Context: an optimization exercise on an open-source flow, tuned for small area. The choices shown serve that exercise and are no tape-out recipe.
At most, simulation tests tie the RTL to the original design; equivalence was not proved.
Power and IR drop assume default switching activity.

Design rgb565_to_ycbcr422, start of the top module:
module rgb565_to_ycbcr422
(
    input   wire                    sys_clk         ,
    input   wire                    sys_rst_n       ,
    input   wire    [15:0]          rgb_data        ,
    output  reg     signed  [7:0]   img_out         ,
    output  wire    [1:0]           state           ,
    output  wire                    start_en
);
export LEC_CHECK = 0
export CAP_MARGIN = 20
export CORE_MARGIN = 2
export CORE_UTILIZATION = 40
export SLEW_MARGIN = 20
export SYNTH_HIERARCHICAL = 1
create_clock -name core_clock -period 5.0 [get_ports {sys_clk}]
standard.sh (not shown) runs the stock make flow with config.mk's settings and CLKGATE_MAP_FILE= SYNTH_SCRIPT=/design/flow/synth_recipe.tcl, a recipe that flattens the netlist after the stock synthesis.
==> flow/flow/run.sh <==
#!/bin/bash
# Standard layout, but the port buffers are the smallest buffer cell.
set -euo pipefail
export BUFFER_PORTS_ARGS="-buffer_cell sky130_fd_sc_hd__buf_1"
bash standard.sh > standard_flow.log 2>&1
The starting point completed with no timing, DRC or antenna violations.
Rerun with:
--- a/flow/design.v
+++ b/flow/design.v
@@ -284,25 +284,16 @@
 wire t_266;
 wire t_267;
 wire t_268;
 wire t_269;
 wire t_270;
 wire t_271;
 wire t_272;
 wire t_273;
-wire t_274;
-wire t_275;
-wire t_276;
-wire t_277;
-wire t_278;
-wire t_279;
-wire t_280;
-wire t_281;
-wire t_282;
 assign t_0 = (x_q[11] & (sel_y | sel_c1));
 assign t_1 = (x_q[11] ? (sel_y) : (sel_c1));
 assign t_2 = (x_q[11] ? 1'b0 : (sel_y));
 assign t_3 = (x_q[11] & (sel_y));
 assign t_4 = (x_q[11] ? 1'b0 : (sel_y | sel_c1));
 assign t_5 = (x_q[11] & (sel_y | sel_c2));
 assign t_6 = (x_q[12] & (sel_y | sel_c1));
 assign t_7 = (x_q[12] ? (sel_y) : (sel_c1));
@@ -475,40 +466,31 @@
 csa_ha u_t_248 (.a(t_147), .b(t_134), .s(t_248), .co(t_249));
 csa_ha u_t_250 (.a(t_199), .b(t_184), .s(t_250), .co(t_251));
 csa_ha u_t_252 (.a(t_200), .b(t_213), .s(t_252), .co(t_253));
 csa_ha u_t_254 (.a(t_245), .b(t_244), .s(t_254), .co(t_255));
 assign t_256 = t_121 & t_247;
 assign t_257 = t_133 & t_256;
 assign t_258 = t_249 | (t_248 & t_257);
 assign t_259 = t_165 & t_258;
-assign t_260 = t_250 & t_183;
-assign t_261 = t_225 & t_253;
-assign t_262 = t_225 & t_252;
-assign t_263 = t_243 & t_235;
-assign t_264 = t_183 & t_259;
-assign t_265 = t_251 | (t_260 & t_259);
-assign t_266 = t_235 & t_261;
-assign t_267 = t_235 & t_262;
-assign t_268 = t_263 & t_261;
-assign t_269 = t_263 & t_262;
-assign t_270 = t_253 | (t_252 & t_265);
-assign t_271 = t_261 | (t_262 & t_265);
-assign t_272 = t_266 | (t_267 & t_265);
-assign t_273 = t_268 | (t_269 & t_265);
-assign t_274 = t_255 | (t_254 & t_273);
-assign t_275 = t_165 ^ t_258;
-assign t_276 = t_183 ^ t_259;
-assign t_277 = t_250 ^ t_264;
-assign t_278 = t_252 ^ t_265;
-assign t_279 = t_225 ^ t_270;
-assign t_280 = t_235 ^ t_271;
-assign t_281 = t_243 ^ t_272;
-assign t_282 = t_254 ^ t_273;
-assign f_top = {t_282, t_281, t_280, t_279, t_278, t_277, t_276, t_275};
+assign t_260 = t_183 & t_259;
+assign t_261 = t_251 | (t_250 & t_260);
+assign t_262 = t_253 | (t_252 & t_261);
+assign t_263 = t_225 & t_262;
+assign t_264 = t_235 & t_263;
+assign t_265 = t_243 & t_264;
+assign t_266 = t_165 ^ t_258;
+assign t_267 = t_183 ^ t_259;
+assign t_268 = t_250 ^ t_260;
+assign t_269 = t_252 ^ t_261;
+assign t_270 = t_225 ^ t_262;
+assign t_271 = t_235 ^ t_263;
+assign t_272 = t_243 ^ t_264;
+assign t_273 = t_254 ^ t_265;
+assign f_top = {t_273, t_272, t_271, t_270, t_269, t_268, t_267, t_266};
 always @(posedge sys_clk) begin
     if (k != 2'd2)
         x_q <= rgb_data;
     a_q <= f_top;
 end
 always @(posedge sys_clk or negedge sys_rst_n)
     if (!sys_rst_n) begin
         k   <= 2'd0;
The new run completed, yet does not pass: negative setup slack.
First-iteration DRC count rose by roughly a tenth.
Fmax fell by a little under a tenth.
Non-clock buffer count rose by 32.
Sequential share of layout area fell by 2.7 points.
Die area rose slightly.
Wire length rose by a few percent.
Clock skew barely changes.
Core utilization rose by 3.8 points.
Clock-buffer cell count stays the same.
Via count rose by a few percent.
Power rose by a little under a tenth.
Sequential cell count stays the same.
Function not checked in the second run of this note: the RTL went through the layout flow alone.

========
## job 6875
Another version of the RTL of rgb565_to_ycbcr422 (not shown whole).
Size: ~270 cells after synthesis, about 38 flip-flops, roughly 3500 um2 of cells after synthesis.
export LEC_CHECK = 0
export CAP_MARGIN = 20
export CORE_MARGIN = 2
export CORE_UTILIZATION = 40
export SLEW_MARGIN = 20
export SYNTH_HIERARCHICAL = 1
create_clock -name core_clock -period 5.0 [get_ports {sys_clk}]
Scripts as last shown in full above: flow/flow/run.sh
The final layout from job 6875, which completed every stage, passed the timing, design-rule and antenna checks at the end of the flow.
Modified inputs, job 6678 compared to job 6875
--- a/flow/design.v
+++ b/flow/design.v
@@ -8,15 +8,15 @@
     output  wire                    start_en
 );
 reg     [1:0]   k       ;
 reg             run     ;    
 reg     [15:0]  x_q     ;
 reg     [7:0]   a_q     ;
-reg             sel_y   ;
-reg             sel_c1  ;
-reg             sel_c2  ;
+wire            sel_y   = ~k[1];
+wire            sel_c1  = k[1] & ~k[0];
+wire            sel_c2  = k[1] & k[0];
 wire    [7:0]   f_top   ;
 wire t_0;
 wire t_1;
 wire t_2;
 wire t_3;
 wire t_4;
@@ -530,29 +530,23 @@
 assign t_297 = t_266 ^ t_288;
 assign t_298 = t_239 ^ t_289;
 assign t_299 = t_247 ^ t_290;
 assign t_300 = t_268 ^ t_291;
 assign f_top = {t_300, t_299, t_298, t_297, t_296, t_295, t_294, t_293};
 always @(posedge sys_clk) begin
-    if (!sel_c1)
+    if (k != 2'd2)
         x_q <= rgb_data;
     a_q <= f_top;
 end
 always @(posedge sys_clk or negedge sys_rst_n)
     if (!sys_rst_n) begin
-        k      <= 2'd0;
-        run    <= 1'b0;
-        sel_y  <= 1'b1;
-        sel_c1 <= 1'b0;
-        sel_c2 <= 1'b0;
+        k   <= 2'd0;
+        run <= 1'b0;
     end else begin
-        k      <= k + 2'd1;
-        run    <= run | (k == 2'd2);
-        sel_y  <= k[1] == k[0];
-        sel_c1 <= k == 2'd1;
-        sel_c2 <= k == 2'd2;
+        k   <= k + 2'd1;
+        run <= run | (k == 2'd2);
     end
 always @(posedge sys_clk or negedge sys_rst_n)
     if (!sys_rst_n)
         img_out <= 8'd0;
     else
         img_out <= a_q & {8{run | (k == 2'd2)}};
The flip-flop and latch count after synthesis in job 6678 is 0.921 times that in job 6875.
Job 6875 → job 6678: synthesis-to-layout area growth saw an increase, net total in the final layout saw a decrease, standby leakage power saw a decrease, fraction of cell area in non-clock buffers saw an increase.
As far as overflow left after global routing goes, job 6678 and job 6875 are indistinguishable; the numbers are identical.
Of job 6875 and job 6678, the run reporting the higher count of clock buffers in the final design was job 6875.
Function was not checked in any run of this note: the RTL went through the layout flow alone.

[port drivers added, routing unchanged]
The results above use ideal ports. As a check the final layouts listed here were re-extracted and re-timed, cells and wires unchanged.
Step 1: set_driving_cell puts a clkbuf_16 on sys_clk and a buf_2 on each other input, an assumption about the parent block.
Step 2 times the ports against the registers' clock, not the clock port: input delays grow and output delays shrink by t, the midpoint of the rising clock arrivals with the driver on.
a / b / c = no drivers / after step 1 / after step 2; a / b = the first two.
run | shift t [ns] | setup slack, ns | clock arrival spread, ns
the first run of note 1 | 0.315 | 0.201 / 0.201 / 0.201 | 0.008 / 0.008
the second run of note 1 | 0.318 | -0.210 / -0.210 / -0.210 | 0.006 / 0.006
job 6875 | 0.321 | 0.188 / 0.188 / 0.188 | 0.014 / 0.014
job 6678 | 0.322 | 0.180 / 0.180 / 0.180 | 0.007 / 0.007
